This is an optimization exercise on Yosys and OpenROAD, whose aim is small area, not a production implementation.
In this exercise RTL edits were held to simulation tests only and were not proved equivalent to the original.
Power and IR drop assume default switching activity.

==> flow/design.v (excerpt) <==
module peripheral_gpio_apb4 #(
  PDATA_SIZE = 32,   
  PADDR_SIZE = 8
) (
  input                         PRESETn,
  input                         PCLK,
  input                         PSEL,
  input                         PENABLE,
  input      [PADDR_SIZE  -1:0] PADDR,
  input                         PWRITE,
  input      [PDATA_SIZE/8-1:0] PSTRB,
  input      [PDATA_SIZE  -1:0] PWDATA,
  output reg [PDATA_SIZE  -1:0] PRDATA,
  output                        PREADY,
  output                        PSLVERR,
  output reg irq_o,
  input      [PDATA_SIZE  -1:0] gpio_i,
  output reg [PDATA_SIZE  -1:0] gpio_o,
  output reg [PDATA_SIZE  -1:0] gpio_oe
);
export LEC_CHECK = 0
export CAP_MARGIN = 20
export CORE_MARGIN = 2
export CORE_UTILIZATION = 65
export SLEW_MARGIN = 20
create_clock -name core_clock -period 5.0 [get_ports {PCLK}]
standard.sh (not shown) runs the stock make flow with config.mk's settings and CLKGATE_MAP_FILE= SYNTH_SCRIPT=/design/flow/synth_recipe.tcl, a recipe that flattens the netlist after the stock synthesis.
==> flow/flow/run.sh <==
#!/bin/bash
# The standard layout (standard.sh), with these changes to how it is made:
# - synthesis: the same script, but ABC maps the logic with flow/area.abc
#   (Yosys's own ABC script) instead of the flow's speed script;
# - port buffers are buf_1 cells instead of the cell buffer_ports picks;
# - the clock tree uses one buffer type, set clustering, and no dummy loads.
# Each tool's output is in the ORFS logs under orfs/logs; make's own output
# is in flow_make.log.
set -euo pipefail
W=$(pwd)
CTS_BUF=${CTS_BUF:-sky130_fd_sc_hd__clkbuf_4}
CTS_SIZE=${CTS_SIZE:-10}
CTS_DIAM=${CTS_DIAM:-40}

cat > "$W/area_synth.tcl" <<EOT
# ABC with another script; everything else as in synth_recipe.tcl
proc abc {args} {
  set i [lsearch -exact \$args -script]
  if { \$i >= 0 } { set args [lreplace \$args \$i [expr { \$i + 1 }]] }
  yosys abc -script $W/flow/area.abc {*}\$args
}
source $W/synth_recipe.tcl
EOT
sed "s#SYNTH_SCRIPT=[^ ]*#SYNTH_SCRIPT=$W/area_synth.tcl#" standard.sh > area_standard.sh
grep -q "SYNTH_SCRIPT=$W/area_synth.tcl" area_standard.sh

export BUFFER_PORTS_ARGS="-buffer_cell sky130_fd_sc_hd__buf_1"
export CTS_ARGS="-sink_clustering_enable -repair_clock_nets -sink_clustering_size $CTS_SIZE -sink_clustering_max_diameter $CTS_DIAM -buf_list $CTS_BUF -dont_use_dummy_load"
bash area_standard.sh finish > flow_make.log 2>&1
==> flow/flow/area.abc <==
strash
&get -n
&fraig -x
&put
scorr
dc2
dretime
strash
&get -n
&dch -f
&nf -R 1000 -p -F 8 -A 4 -C 32
&put
The starting point passed the timing, design-rule and antenna checks.
Edit:
--- a/flow/flow/run.sh
+++ b/flow/flow/run.sh
@@ -11,3 +11,3 @@
-CTS_BUF=${CTS_BUF:-sky130_fd_sc_hd__clkbuf_4}
-CTS_SIZE=${CTS_SIZE:-10}
-CTS_DIAM=${CTS_DIAM:-40}
+CTS_BUF=${CTS_BUF:-sky130_fd_sc_hd__clkbuf_8}
+CTS_SIZE=${CTS_SIZE:-16}
+CTS_DIAM=${CTS_DIAM:-80}
Settings changed: CORE_UTILIZATION 65 to 40.
Sequential share of layout area came out lower by 1.1 points.
Global-route usage came out lower by 11 points.
Routed wire length came out higher by 9.7%.
Clock power came out higher by about 10%.
Cell count came out higher by about 10%.
Sequential cell count does not change.
Die area came out higher by about 60%.
Via count came out lower by 2.0%.
Utilization came out lower by 28 points.
Non-clock buffer count came out lower by 5.
Setup slack gets worse by 0.17 ns.
Edit:
--- a/flow/flow/run.sh
+++ b/flow/flow/run.sh
@@ -11,3 +11,3 @@
-CTS_BUF=${CTS_BUF:-sky130_fd_sc_hd__clkbuf_8}
-CTS_SIZE=${CTS_SIZE:-16}
-CTS_DIAM=${CTS_DIAM:-80}
+CTS_BUF=${CTS_BUF:-sky130_fd_sc_hd__clkbuf_4}
+CTS_SIZE=${CTS_SIZE:-10}
+CTS_DIAM=${CTS_DIAM:-40}
Settings changed: CORE_UTILIZATION 40 to 50.
The changed run completed with no timing, DRC or antenna violations.
Die area goes down by 20%.
Clock skew goes up by 0.011 ns.
Final cell count goes down by 4.2%.
Synthesized cell count does not change.
Routed wire length goes down by 2.2%.
Edit:
--- a/flow/flow/run.sh
+++ b/flow/flow/run.sh
@@ -11,3 +11,3 @@
-CTS_BUF=${CTS_BUF:-sky130_fd_sc_hd__clkbuf_4}
-CTS_SIZE=${CTS_SIZE:-10}
-CTS_DIAM=${CTS_DIAM:-40}
+CTS_BUF=${CTS_BUF:-sky130_fd_sc_hd__clkbuf_8}
+CTS_SIZE=${CTS_SIZE:-16}
+CTS_DIAM=${CTS_DIAM:-80}
@@ -28 +28 @@
-export CTS_ARGS="-sink_clustering_enable -repair_clock_nets -sink_clustering_size $CTS_SIZE -sink_clustering_max_diameter $CTS_DIAM -buf_list $CTS_BUF -dont_use_dummy_load"
+export CTS_ARGS="-sink_clustering_enable -repair_clock_nets -buf_list \"sky130_fd_sc_hd__clkbuf_4 sky130_fd_sc_hd__clkbuf_8\" -dont_use_dummy_load"
Settings changed: CORE_UTILIZATION 50 to 40.
The new run finished with timing, DRC and antenna clean.
Synthesized area stays the same.
Setup slack loses 0.37 ns.
Worst hold slack gets better by 0.0073 ns.
Power increases by 17%.
Final area went up by 4.7%.
Routed wire length goes up by 3.7%.
Sequential share of layout area falls by 2.5 points.
Edit:
--- a/flow/flow/run.sh
+++ b/flow/flow/run.sh
@@ -12,2 +12,2 @@
-CTS_SIZE=${CTS_SIZE:-16}
-CTS_DIAM=${CTS_DIAM:-80}
+CTS_SIZE=${CTS_SIZE:-20}
+CTS_DIAM=${CTS_DIAM:-50}
@@ -28 +28 @@
-export CTS_ARGS="-sink_clustering_enable -repair_clock_nets -buf_list \"sky130_fd_sc_hd__clkbuf_4 sky130_fd_sc_hd__clkbuf_8\" -dont_use_dummy_load"
+export CTS_ARGS="-sink_clustering_enable -repair_clock_nets -sink_clustering_size $CTS_SIZE -sink_clustering_max_diameter $CTS_DIAM -buf_list $CTS_BUF -dont_use_dummy_load"
Settings changed: CORE_UTILIZATION 40 to 55.
=> Final area decreases by 4.3%; critical path depth is higher by 2; core utilization went up by 15 points; global-route usage climbs by 6.1 points; sequential share of layout area increases by 2.3 points; clock power came out lower by 32%; synthesized area is unchanged; final cell count goes down by about 9%; first-iteration DRC count climbs by 3.1%.

what the ideal ports hide:
Ports are ideal in the flow. The routed layouts listed here were re-timed in OpenROAD. Step 1 assumes that a clkbuf_16 drives the clock port and a buf_2 every other input. Step 2 times the ports against the registers' clock, not the clock port: input delays grow and output delays shrink by t, the midpoint of the rising clock arrivals with the driver on. Three values: no drivers, after step 1, after step 2; two values: the first two.
run	t (ns)	slack for setup (ns)	clock arrival spread, ns	pins driven straight from the clock port
the first run	0.744	1.872 / 1.872 / 1.167	0.067 / 0.067	1
the second run	0.607	1.701 / 1.730 / 1.122	0.041 / 0.041	1
the third run	0.789	2.010 / 2.039 / 1.250	0.058 / 0.058	1
the fourth run	0.640	1.641 / 1.671 / 1.031	0.044 / 0.044	1
the fifth run	0.590	1.777 / 1.804 / 1.214	0.061 / 0.061	1
After both steps setup and hold are still met in every run listed. The setup slack of the third run, which loses most, moves by +0.029 ns with the drivers and by -0.760 ns with both steps.
